Context: an optimization exercise on an open-source flow, tuned for small area. The choices shown serve that exercise and are no tape-out recipe. In this exercise RTL edits were held to simulation tests only and were not proved equivalent to the original. No activity file was given, so power comes from the tool's default toggle rates.

job 105:
==> module Countdown, before the edit <==
module Countdown(
 clock,
 reset,
 beep,
 bs0,
 bs1,
 clock_5,
 clock_10,
 clock_f,
 TimeH,
 TimeL
);
 input clock;
 input reset;
 output [6:0] bs0;
 output [6:0] bs1;
 output beep;
 output clock_5;
 output clock_10;
 output clock_f;
 output [3:0] TimeL;
 output [3:0] TimeH;
 reg [4:0] a;
 reg [4:0] b;
 reg [3:0] c;
 wire [1:0] h;
 wire ca = (~a[0] & ~a[4]);
 wire bw = (~b[0] & ~b[1] & b[2] & b[4]);
 wire cb = ca & bw;
 assign h[0] = (b[3] & ~b[4]) | (b[1] & b[2] & ~b[4]) | (a[0] & ~a[3] & b[0] & b[2] & ~b[4]);
 assign h[1] = (~a[0] & ~a[4] & ~b[0] & ~b[1] & b[4]);
 wire [4:0] na;
 assign na[0] = (~a[4]);
 assign na[1] = (a[0]);
 assign na[2] = (a[1]);
 assign na[3] = (a[2]);
 assign na[4] = (a[3]);
 wire [4:0] nb;
 assign nb[0] = (b[0] & ~ca) | (~b[0] & ca);
 assign nb[1] = (b[1] & ~ca) | (~b[0] & ~b[1] & ca) | (b[0] & b[1]);
 assign nb[2] = (b[2] & ~ca) | (~b[0] & ~b[1] & ~b[2] & ca) | (b[0] & b[2]) | (b[1] & b[2]) | (b[4] & ca);
 assign nb[3] = (b[3] & ~ca) | (~b[0] & ~b[1] & ~b[2] & ~b[3] & ca) | (b[0] & b[3]) | (b[1] & b[3]) | (b[2] & b[3]) | (b[4]);
 assign nb[4] = (~b[0] & ~b[1] & ~b[2] & ~b[3] & ca) | (b[4] & ~ca) | (b[0] & b[4]) | (b[1] & b[4]);
 wire [3:0] nc;
 assign nc[0] = (c[0] & ~cb) | (~c[0] & cb);
 assign nc[1] = (c[1] & ~cb) | (~c[0] & ~c[1] & cb) | (c[0] & c[1]) | (c[1] & c[3]);
 assign nc[2] = (c[2] & ~cb) | (~c[0] & ~c[1] & ~c[2] & cb) | (c[0] & c[2]) | (c[1] & c[2]);
 assign nc[3] = (~c[0] & ~c[1] & ~c[2] & cb) | (c[3] & ~cb) | (c[0] & c[3]);
 always @(posedge clock or negedge reset)
  if (!reset) begin
   a <= 5'd3; b <= 5'd24; c <= 4'd12;
  end else begin
   a <= na; b <= nb; c <= nc;
  end
 assign clock_5 = (~a[1] & ~a[2]);
 assign clock_10 = (~b[2] & ~b[3]) | (~b[0] & ~b[1] & ~b[3]) | (a[3] & b[2] & b[4]) | (~a[0] & ~b[1] & ~b[3]) | (b[0] & b[4]) | (a[2] & ~b[1] & ~b[3]) | (b[1] & b[4]) | (a[0] & b[2] & b[4]);
 assign clock_f = (c[2] & ~c[3] & h[0]) | (~c[0] & c[1] & c[2]) | (c[0] & c[2] & h[1]) | (c[0] & c[2] & ~c[3]);
 wire tick = (c[0] & c[3] & h[1]);
 reg [4:0] e;
 always @(posedge clock or negedge reset)
  if (!reset) e <= 5'd15;
  else e <= {((e[4]) | (~e[0] & ~e[1] & ~e[2] & tick)), ((e[1]) | (e[2]) | (e[3] & ~tick) | (e[0] & e[3]) | (~e[0] & e[4] & tick)), ((e[2] & ~tick) | (e[1] & e[2]) | (e[0] & e[2]) | (~e[0] & ~e[3] & tick)), ((e[0] & e[1]) | (e[1] & ~tick) | (~e[0] & ~e[1] & e[2] & tick) | (~e[0] & ~e[3] & tick)), ((e[0] & ~tick) | (~e[0] & ~e[4] & tick) | (~e[0] & ~e[3] & tick) | (~e[0] & e[1] & tick) | (~e[0] & e[2] & tick))};
 assign TimeH = {3'b000, (e[1] & ~e[4]) | (e[2] & ~e[4])};
 assign TimeL = {((~e[1] & ~e[2] & ~e[4])), ((~e[3]) | (e[1] & e[2])), ((~e[3]) | (~e[1] & e[2])), ((e[0] & ~e[4]) | (e[0] & ~e[3]) | (e[0] & e[1]) | (e[0] & e[2]))};
 assign beep = (~e[1] & ~e[2] & e[3] & e[4]) | (~e[0] & ~e[2] & e[3] & e[4]);
 wire d1 = (~e[4]);
 assign bs1 = {1'b1, d1, d1, d1, 2'b00, d1};
 assign bs0 = {((~e[1] & ~e[2] & e[3]) | (e[0] & e[1] & e[2] & e[4])), ((e[1] & ~e[2]) | (e[0] & ~e[2] & e[3]) | (e[0] & e[1] & e[4])), ((e[0]) | (e[2] & ~e[4]) | (~e[1] & e[2])), ((~e[0] & ~e[1] & e[2]) | (e[0] & ~e[1] & ~e[2] & e[3]) | (e[0] & e[1] & e[2] & e[4])), ((~e[0] & e[1] & ~e[2])), ((e[0] & ~e[1] & e[2]) | (~e[0] & e[1] & e[2]) | (e[0] & e[2] & ~e[4])), ((~e[0] & ~e[1] & e[2]) | (e[0] & ~e[1] & ~e[2] & e[3]))};
endmodule
clock: 12.0 ns
lec_check: 0
abc_area: 1
cap_margin: 20
core_area: 5 5 75 75
cts_buf_list: sky130_fd_sc_hd__clkbuf_4
die_area: 0 0 80 80
place_density: 0.85
slew_margin: 20
standard.sh (not shown) runs the stock make flow with config.mk's settings and CLKGATE_MAP_FILE= SYNTH_SCRIPT=/design/flow/synth_recipe.tcl, a recipe that flattens the netlist after the stock synthesis.
==> flow/flow/run.sh <==
#!/bin/bash
# The standard layout (standard.sh) with these changes:
#  - the buffer that ORFS puts on every input and output port is buf_1;
#  - after the floorplan, OpenROAD's restructure re-maps the combinational
#    logic between the registers for area (registers are left as they are);
#  - after placement, the constant outputs share one tie cell;
#  - clock tree synthesis inserts no dummy load buffers.
# Each tool's output goes to a log file of its own in this folder.
set -e
export BUFFER_PORTS_ARGS="-buffer_cell sky130_fd_sc_hd__buf_1"
export CTS_ARGS="-sink_clustering_enable -repair_clock_nets -buf_list sky130_fd_sc_hd__clkbuf_4 -dont_use_dummy_load"
bash standard.sh floorplan > standard_floorplan.log 2>&1
openroad -no_init -exit flow/restructure.tcl > restructure.log 2>&1
bash standard.sh place > standard_place.log 2>&1
openroad -no_init -exit flow/merge_ties.tcl > merge_ties.log 2>&1
bash standard.sh > standard_finish.log 2>&1
Other scripts of this flow, unchanged in this note and not shown: flow/flow/merge_ties.tcl, flow/flow/restructure.tcl
Job 105: all stages complete, timing, DRC and antenna checks passed
The inputs of job 101 differ from those of job 105 as listed below.
==> flow/design.v <==
module Countdown(
 clock,
 reset,
 beep,
 bs0,
 bs1,
 clock_5,
 clock_10,
 clock_f,
 TimeH,
 TimeL
);
 input clock;
 input reset;
 output [6:0] bs0;
 output [6:0] bs1;
 output beep;
 output clock_5;
 output clock_10;
 output clock_f;
 output [3:0] TimeL;
 output [3:0] TimeH;
 reg [3:0] a;
 reg [4:0] b;
 reg [3:0] c;
 wire [1:0] h;
 wire ca = (~a[0] & ~a[1] & a[2]);
 wire bw = (~b[0] & ~b[1] & b[2] & b[4]);
 wire cb = ca & bw;
 assign h[0] = (b[3] & ~b[4]) | (b[1] & b[2] & ~b[4]) | (~a[1] & ~a[2] & b[0] & b[2] & ~b[3]);
 assign h[1] = (~a[0] & ~a[1] & a[2] & ~b[0] & ~b[1] & b[4]);
 wire [3:0] na;
 assign na[0] = (~a[0] & ~a[3]) | (a[0] & ~a[1]) | (a[0] & a[3]);
 assign na[1] = (a[0]);
 assign na[2] = (a[1]);
 assign na[3] = (a[2]);
 wire [4:0] nb;
 assign nb[0] = (b[0] & ~ca) | (~b[0] & ca);
 assign nb[1] = (b[1] & ~ca) | (~b[0] & ~b[1] & ca) | (b[0] & b[1]);
 assign nb[2] = (b[2] & ~ca) | (~b[0] & ~b[1] & ~b[2] & ca) | (b[0] & b[2]) | (b[1] & b[2]) | (b[4] & ca);
 assign nb[3] = (b[3] & ~ca) | (~b[0] & ~b[1] & ~b[2] & ~b[3] & ca) | (b[0] & b[3]) | (b[1] & b[3]) | (b[2] & b[3]) | (b[4]);
 assign nb[4] = (~b[0] & ~b[1] & ~b[2] & ~b[3] & ca) | (b[4] & ~ca) | (b[0] & b[4]) | (b[1] & b[4]);
 wire [3:0] nc;
 assign nc[0] = (c[0] & ~cb) | (~c[0] & cb);
 assign nc[1] = (c[1] & ~cb) | (~c[0] & ~c[1] & cb) | (c[0] & c[1]) | (c[3]);
 assign nc[2] = (c[2] & ~cb) | (~c[0] & ~c[1] & ~c[2] & cb) | (c[0] & c[2]) | (c[1] & c[2]);
 assign nc[3] = (~c[0] & ~c[1] & c[2] & cb) | (c[0] & c[3]) | (c[3] & ~cb);
 always @(posedge clock or negedge reset)
  if (!reset) begin
   a <= 4'd0; b <= 5'd24; c <= 4'd14;
  end else begin
   a <= na; b <= nb; c <= nc;
  end
 assign clock_5 = (~a[0] & a[3]) | (a[0] & a[1] & a[2]);
 assign clock_10 = (~b[2] & ~b[3]) | (~b[0] & ~b[1] & ~b[3]) | (a[0] & ~b[1] & ~b[3]) | (a[2] & ~b[1] & ~b[3]) | (~a[3] & b[2] & b[4]) | (a[0] & b[2] & b[4]) | (b[0] & b[4]) | (b[1] & b[4]) | (~a[2] & b[2] & b[4]);
 assign clock_f = (c[1] & ~c[2] & ~c[3]) | (~c[2] & h[0] & h[1]) | (c[0] & ~c[2] & ~c[3]) | (~c[0] & c[1] & ~c[2]) | (~c[0] & ~c[2] & h[0]) | (c[0] & ~c[2] & h[1]);
 wire tick = (c[0] & c[3] & h[1]);
 reg [4:0] e;
 always @(posedge clock or negedge reset)
  if (!reset) e <= 5'd6;
  else e <= {((e[4]) | (e[0] & ~e[1] & ~e[2] & tick)), ((e[0] & ~e[1] & ~e[2] & ~e[4] & tick) | (~e[0] & e[3]) | (e[3] & ~tick)), ((~e[0] & e[2]) | (e[1] & e[2]) | (e[2] & ~tick) | (e[0] & e[3] & tick)), ((~e[0] & e[1]) | (e[1] & ~tick) | (e[0] & ~e[1] & e[2] & tick) | (e[0] & e[3] & tick)), ((e[0] & ~tick) | (~e[0] & tick) | (~e[1] & ~e[2] & ~e[3] & e[4] & tick))};
 assign TimeH = {3'b000, (e[1] & ~e[4]) | (e[2] & ~e[4])};
 assign TimeL = {((~e[1] & ~e[2] & ~e[4])), ((e[1] & e[2]) | (e[3])), ((~e[1] & e[2]) | (e[3])), ((~e[0] & ~e[4]) | (~e[0] & e[1]) | (~e[0] & e[2]) | (~e[0] & e[3]))};
 assign beep = (~e[1] & ~e[2] & ~e[3] & e[4]) | (e[0] & e[1] & ~e[2] & e[4]);
 wire d1 = (~e[4]);
 assign bs1 = {1'b1, d1, d1, d1, 2'b00, d1};
 assign bs0 = {((~e[1] & ~e[2] & ~e[3]) | (~e[0] & e[1] & e[2] & e[4])), ((~e[0] & ~e[2] & ~e[3]) | (e[1] & ~e[2]) | (~e[0] & e[1] & e[4])), ((~e[0]) | (e[2] & ~e[4]) | (~e[1] & e[2])), ((~e[0] & ~e[1] & ~e[2] & ~e[3]) | (e[0] & ~e[1] & e[2]) | (~e[0] & e[1] & e[2] & e[4])), ((e[0] & e[1] & ~e[2])), ((~e[0] & ~e[1] & e[2]) | (e[0] & e[1] & e[2]) | (~e[0] & e[2] & ~e[4])), ((~e[0] & ~e[1] & ~e[2] & ~e[3]) | (e[0] & ~e[1] & e[2]))};
endmodule
### Flow results
- Job 101 vs. job 105: fraction of final layout cells sized beyond drive strength 1 dropped 2.2 points; post-synthesis instance area dropped about 2.5%.
- Compare job 101 and job 105 | weighted congestion reported at the end of routability-driven placement lower: job 101
- Job 101 has fewer flip-flops than job 105.
- From job 105 to job 101 the numbers moved as follows: setup slack shrank by 0.14 ns, switching part of the total power grew by 1.2 points, ratio of total power to cell area held steady.
- Reported for job 101 and job 105, non-clock buffer count turned out identical to the last digit.
- Going from job 105 to job 101, the area taken by flip-flops and latches was found to have gone down by about 6%.
- In the reports for job 101 and job 105, the larger total design power belongs to job 105.
- In job 101, the met2 routed wirelength came out 280 um below the value in job 105.
- Comparing job 101 against job 105, there is no change at all in buffers inserted during post-CTS setup optimization.
- Job 101 vs. job 105: first-iteration DRC count has increased, cell area after layout has decreased.

==> afterwards: timing with drivers on the ports <==
How much do the figures lean on ideal ports? The routed layouts below were timed once more, with nothing changed but the port constraints.
Step 1, drivers: a clkbuf_16 drives clock and a buf_2 each remaining input, both assumed.
Step 2 adds t to the input delays and takes it off the output delays; t is the mean of the earliest and latest rising clock arrival at the registers after step 1. Input paths then give back, and output paths get back, about the clock's delay inside the block.
a / b / c = ideal / step 1 / step 2; a / b = the first two.
run	t, ns	setup slack, ns	hold slack, ns
job 105	0.298	7.634 / 7.616 / 7.914	0.396 / 0.396 / 0.396
job 101	0.303	7.490 / 7.470 / 7.773	0.454 / 0.454 / 0.454
After both steps every run listed still meets setup and hold.
